This is an optimization exercise on Yosys and OpenROAD, whose aim is small area and a short achievable clock period, not a production implementation. Where RTL was checked, it was by simulation tests only, not by an equivalence proof against the original. Power figures rest on the tool's default switching activity, not on a simulated workload.

== juniper ==
==> flow/design.v (excerpt) <==
module new_alu(i_op, i_arg_A, i_arg_B, i_clk, i_reset, o_result, o_status, o_op_rdy, o_alu_error);
Size in the first run: ~12 flip-flops, roughly 36 I/O pins, ~3800 sq um of cells after synthesis.
Settings: LEC_CHECK=0, ABC_AREA=1, CAP_MARGIN=20, CORE_MARGIN=2, CORE_UTILIZATION=40, SLEW_MARGIN=20; clock period 18.0 ns.
run.sh (not shown) runs the stock make flow with config.mk's settings and CLKGATE_MAP_FILE= SYNTH_SCRIPT=/design/flow/synth_recipe.tcl, a recipe that flattens the netlist after the stock synthesis.
juniper: full flow OK, the timing, DRC and antenna checks passed
The following lists how willow was set up differently from juniper:
Settings: ABC_AREA now 0, was 1; ABC_CLOCK_PERIOD_IN_PS now 6000, previously not set.
Findings:
Count of mapped cells out of synthesis: willow vs juniper up 5.0%. | non-clock buffer count | willow vs juniper | 26 higher |. Going from juniper to willow, the die area was found to have gone up by 22%. Per the comparison of willow with juniper, fraction of met2 tracks used by global routing shrank by 0.71 points; cell count grew by 40; overall track demand over capacity in global routing grew by 1.6 points. Compared with juniper, final area in willow increased by more than a quarter. Reported for willow and juniper, max-cap violation count turned out identical to the last digit. Min pin slew with the least headroom to its limit across willow and juniper: juniper. Min combinational group share of total power across willow and juniper: willow. Compared with juniper, willow degrades wire length. A start point of the critical path of i_op[2] is what willow shows, while i_arg_B[1] belongs to juniper.
Changes in amber relative to willow:
Settings: ABC_AREA now 1, was 0.
## What came out
Cmp amber vs willow: simple logic cell fraction of the synthesized area higher in amber. Compared with willow, area after synthesis in amber decreased by more than 10%. Longest individual stage delay on the worst path: amber vs willow up 210 ps. Diff willow -> amber: sequential share of layout area went up by 1.2 points, logic depth of the worst path, buffers included now sits higher, total net switching power saw a decrease, switching fraction of total power +2.6 points.
Setup changes, amber to garnet
Settings: ABC_AREA removed (was 1); ABC_CLOCK_PERIOD_IN_PS removed (was 6000).
Results
Looking at part of the power in the clock network, garnet sits 6.0 points higher than amber does. Delta(overall global routing resource usage, garnet - amber) > 0. The worst endpoint required time of garnet falls short of that of amber by 20 ps. Proportion of cell area occupied by registers (garnet over amber): decrease, 1.2 points.
Function was not checked in any run of this note: the RTL went through the layout flow alone.


== old ==
new_alu, a different RTL version from the one above (not shown whole).
Size in the first run: roughly 13 flip-flops, roughly 36 I/O pins.
clock: 18.0 ns
lec_check: 0
abc_area: 1
cap_margin: 20
core_margin: 2
core_utilization: 70
place_density: 0.85
slew_margin: 20
standard.sh (not shown) runs the stock make flow with config.mk's settings and CLKGATE_MAP_FILE= SYNTH_SCRIPT=/design/flow/synth_recipe.tcl, a recipe that flattens the netlist after the stock synthesis.
==> flow/flow/run.sh <==
#!/bin/bash
# The standard layout (standard.sh), with two changes:
# - Yosys's full/half-adder cell extraction is off (ADDER_MAP_FILE empty), so
#   that ABC maps the adders' logic together with the rest of the logic;
# - the port buffers are sky130_fd_sc_hd__buf_2 cells (BUFFER_PORTS_ARGS).
set -euo pipefail
bash standard.sh ADDER_MAP_FILE= "BUFFER_PORTS_ARGS=-buffer_cell sky130_fd_sc_hd__buf_2" finish > standard.log 2>&1
old: no failed stages, no open violations at the end
--- input diff old..new ---
# old
export LEC_CHECK = 0
export ABC_AREA = 1
export CAP_MARGIN = 20
export CORE_MARGIN = 2
export CORE_UTILIZATION = 70
export PLACE_DENSITY = 0.85
export SLEW_MARGIN = 20
create_clock -name core_clock -period 18.0 [get_ports {i_clk}]
# new
export LEC_CHECK = 0
export ABC_AREA = 1
export CAP_MARGIN = 20
export CORE_MARGIN = 2
export CORE_UTILIZATION = 70
export SLEW_MARGIN = 20
create_clock -name core_clock -period 18.0 [get_ports {i_clk}]
==> comparison <==
old → new: sum of met3 wire segment lengths after detailed routing shrank by 7.7%; first-pass GRT wire length held steady; time the worst path needs with I/O delays and setup grew by 0.036 ns. Between old and new, the difference in utilization is negligible. new ended with less clock-buffer cell count than old.


Another version of the RTL of new_alu (not shown whole).
Size: ~740 cells after synthesis, ~36 I/O pins, ~0.0038 sq mm of cells after synthesis.
export LEC_CHECK = 0
export ABC_AREA = 1
export CAP_MARGIN = 20
export CORE_MARGIN = 2
export CORE_UTILIZATION = 70
export PLACE_DENSITY = 0.85
export SLEW_MARGIN = 20
create_clock -name core_clock -period 18.0 [get_ports {i_clk}]
==> flow/flow/run.sh <==
#!/bin/bash
# The standard layout (standard.sh), with two changes:
# - Yosys's full/half-adder cell extraction is off (ADDER_MAP_FILE empty), so
#   that ABC maps the adders' logic together with the rest of the logic;
# - the port buffers are sky130_fd_sc_hd__buf_1 cells (BUFFER_PORTS_ARGS).
set -euo pipefail
bash standard.sh ADDER_MAP_FILE= "BUFFER_PORTS_ARGS=-buffer_cell sky130_fd_sc_hd__buf_1" finish > standard.log 2>&1
The baseline finished with timing, DRC and antenna clean.
Rerun with:
==> flow/flow/run.sh (replaced) <==
#!/bin/bash
# The standard layout (standard.sh), with two changes:
# - Yosys's full/half-adder cell extraction is off (ADDER_MAP_FILE empty), so
#   that ABC maps the adders' logic together with the rest of the logic;
# - the port buffers are sky130_fd_sc_hd__buf_2 cells (BUFFER_PORTS_ARGS).
set -euo pipefail
bash standard.sh ADDER_MAP_FILE= "BUFFER_PORTS_ARGS=-buffer_cell sky130_fd_sc_hd__buf_2" finish > standard.log 2>&1
- CTS_BUF_LIST: unset -> sky130_fd_sc_hd__clkbuf_4
Result: The changed run completed with no timing, DRC or antenna violations; count of clock-buffer cells in the layout rose by 1; power decreases by 4.3%; core utilization increases by 0.38 points; routed wire length goes down by 3.1%; design area grows by 0.50%; critical path depth goes up by 2; combinational power hardly moves; hold slack gets worse by 0.042 ns; cell count stays flat.


Setup of run 1:
new_alu again, from the RTL that the note above started with.
export LEC_CHECK = 0
export ABC_AREA = 1
export CAP_MARGIN = 20
export CORE_MARGIN = 2
export CORE_UTILIZATION = 70
export CTS_BUF_LIST = sky130_fd_sc_hd__clkbuf_2
export PLACE_DENSITY = 0.85
export SLEW_MARGIN = 20
create_clock -name core_clock -period 18.0 [get_ports {i_clk}]
==> flow/flow/run.sh <==
#!/bin/bash
# The standard layout (standard.sh), with two changes:
# - Yosys's full/half-adder cell extraction is off (ADDER_MAP_FILE empty), so
#   that ABC maps the adders' logic together with the rest of the logic;
# - the port buffers are sky130_fd_sc_hd__buf_2 cells (BUFFER_PORTS_ARGS).
set -euo pipefail
bash standard.sh ADDER_MAP_FILE= "BUFFER_PORTS_ARGS=-buffer_cell sky130_fd_sc_hd__buf_2" finish > standard.log 2>&1
Run 1 finished all stages; the layout is clean.
Here is what was changed in the inputs of run 2 compared with run 1.
--- a/flow/config.mk
+++ b/flow/config.mk
@@ -10,5 +10,4 @@
 export CORE_MARGIN = 2
 export CORE_UTILIZATION = 70
-export CTS_BUF_LIST = sky130_fd_sc_hd__clkbuf_2
 export PLACE_DENSITY = 0.85
 export SLEW_MARGIN = 20
- Going from run 1 to run 2, post-route cell area shows an increase of about 0.6%; sequential power held steady.
- Going from run 1 to run 2, worst setup slack shrinks by 0.053 ns.
Setup changes, run 2 to run 3
--- a/flow/config.mk
+++ b/flow/config.mk
@@ -9,5 +9,5 @@
 export CAP_MARGIN = 20
 export CORE_MARGIN = 2
-export CORE_UTILIZATION = 70
+export CORE_UTILIZATION = 60
 export PLACE_DENSITY = 0.85
 export SLEW_MARGIN = 20
Comparing run 3 with run 2, the total leakage power came out essentially unchanged.
Run 3 against run 2: via count fell 2.2%, quantity of hold-fixing buffers added after cts closely matched the old numbers, post-DP HPWL went up by 910 um.
The cell count after placement number comes out lower for run 2 vs run 3.
Run 3 vs run 2 on count of placed standard cells in the final layout, fillers left out: run 3 is the higher one.
[compare] base=run 2 new=run 3: endpoint arrival time on the critical path has increased; largest fanout of any net on the critical path held steady; internal power comparable; placement-stage worst setup slack fell by 0.37 ns.


harbor:
Another version of the RTL of new_alu (not shown whole).
Size in the first run: roughly 680 cells after synthesis, ~13 flip-flops.
==> flow/config.mk <==
export PLATFORM = sky130hd
export DESIGN_NAME = new_alu
export DESIGN_NICKNAME = new_alu
export VERILOG_FILES = /design/flow/design.v
export SDC_FILE = /design/flow/constraint.sdc
export NUM_CORES = 4
export LEC_CHECK = 0
export ABC_AREA = 1
export CAP_MARGIN = 20
export CORE_MARGIN = 2
export CORE_UTILIZATION = 70
export PLACE_DENSITY = 0.85
export SLEW_MARGIN = 20
==> flow/constraint.sdc <==
create_clock -name core_clock -period 18.0 [get_ports {i_clk}]
set_input_delay 3.6000 -clock core_clock [delete_from_list [all_inputs] [get_ports {i_clk}]]
set_output_delay 3.6000 -clock core_clock [all_outputs]
set_load 0.01 [all_outputs]
Scripts as last shown in full above: flow/flow/run.sh
harbor finished every step from synthesis to the final layout, and the layout passed the timing, DRC and antenna checks.
## Diff of input files: violet against harbor
- putting CTS_BUF_LIST at sky130_fd_sc_hd__clkbuf_4 where nothing was set
Findings:
- Side by side, per-cell via count in the routed design turned out lower in violet than in harbor.
- Relative to harbor, area growth from synthesis to layout has decreased by 0.42 points in violet.
- Diff harbor -> violet: part of the power in the clock network moved down, count of non-CTS inverters in the layout level.
- On maximum frequency, violet and harbor are basically level.
- Diff harbor..violet | part of the cycle the worst path needs | negligible
- [violet] via count fell 44 relative to harbor
- Looking at violet and harbor, the mean routed wirelength per cell is a wash.
- Cell area shrinks slightly when moving from harbor to violet.

separate check: timing with driven ports:
The flow's constraints put no driver on any port. The routed layouts listed below were extracted and timed again, unchanged, in two steps. Step 1, drivers: a clkbuf_16 drives i_clk and a buf_2 each remaining input, both assumed. Step 2 times the ports against the registers' clock, not the clock port: input delays grow and output delays shrink by t, the midpoint of the rising clock arrivals with the driver on. Three values: ideal, step 1, step 2; two values: the first two.
| run | t, ns | slack for setup (ns) | slew at the worst register clock pin (ns) | worst slew at a driven data input, ns | pins driven straight from the clock port |
|---|---|---|---|---|---|
| juniper | 0.246 | 2.453 / 2.449 / 2.202 | 0.04 / 0.04 | 0.04 | 1 |
| willow | 0.268 | 0.901 / 0.897 / 0.629 | 0.04 / 0.04 | 0.04 | 1 |
| amber | 0.246 | 2.453 / 2.449 / 2.202 | 0.04 / 0.04 | 0.04 | 1 |
| garnet | 0.268 | 0.901 / 0.897 / 0.629 | 0.04 / 0.04 | 0.04 | 1 |
| old | 0.258 | 9.936 / 9.939 / 9.682 | 0.05 / 0.05 | 0.03 | 1 |
| new | 0.272 | 9.901 / 9.901 / 9.629 | 0.06 / 0.06 | 0.03 | 1 |
| the first run of note 3 | 0.267 | 9.980 / 9.975 / 9.708 | 0.05 / 0.05 | 0.03 | 1 |
| the second run of note 3 | 0.280 | 10.250 / 10.245 / 9.965 | 0.07 / 0.07 | 0.03 | 1 |
| run 1 | 0.268 | 10.228 / 10.223 / 9.955 | 0.11 / 0.11 | 0.03 | 1 |
| run 2 | 0.253 | 10.175 / 10.173 / 9.920 | 0.05 / 0.05 | 0.03 | 1 |
| run 3 | 0.252 | 9.912 / 9.896 / 9.644 | 0.05 / 0.05 | 0.04 | 1 |
| harbor | 0.258 | 9.689 / 9.687 / 9.429 | 0.05 / 0.05 | 0.04 | 1 |
| violet | 0.291 | 9.702 / 9.703 / 9.412 | 0.07 / 0.07 | 0.04 | 1 |
After both steps every run listed still meets setup and hold. The setup slack of violet, which loses most, moves by +0.001 ns with the drivers and by -0.290 ns with both steps.
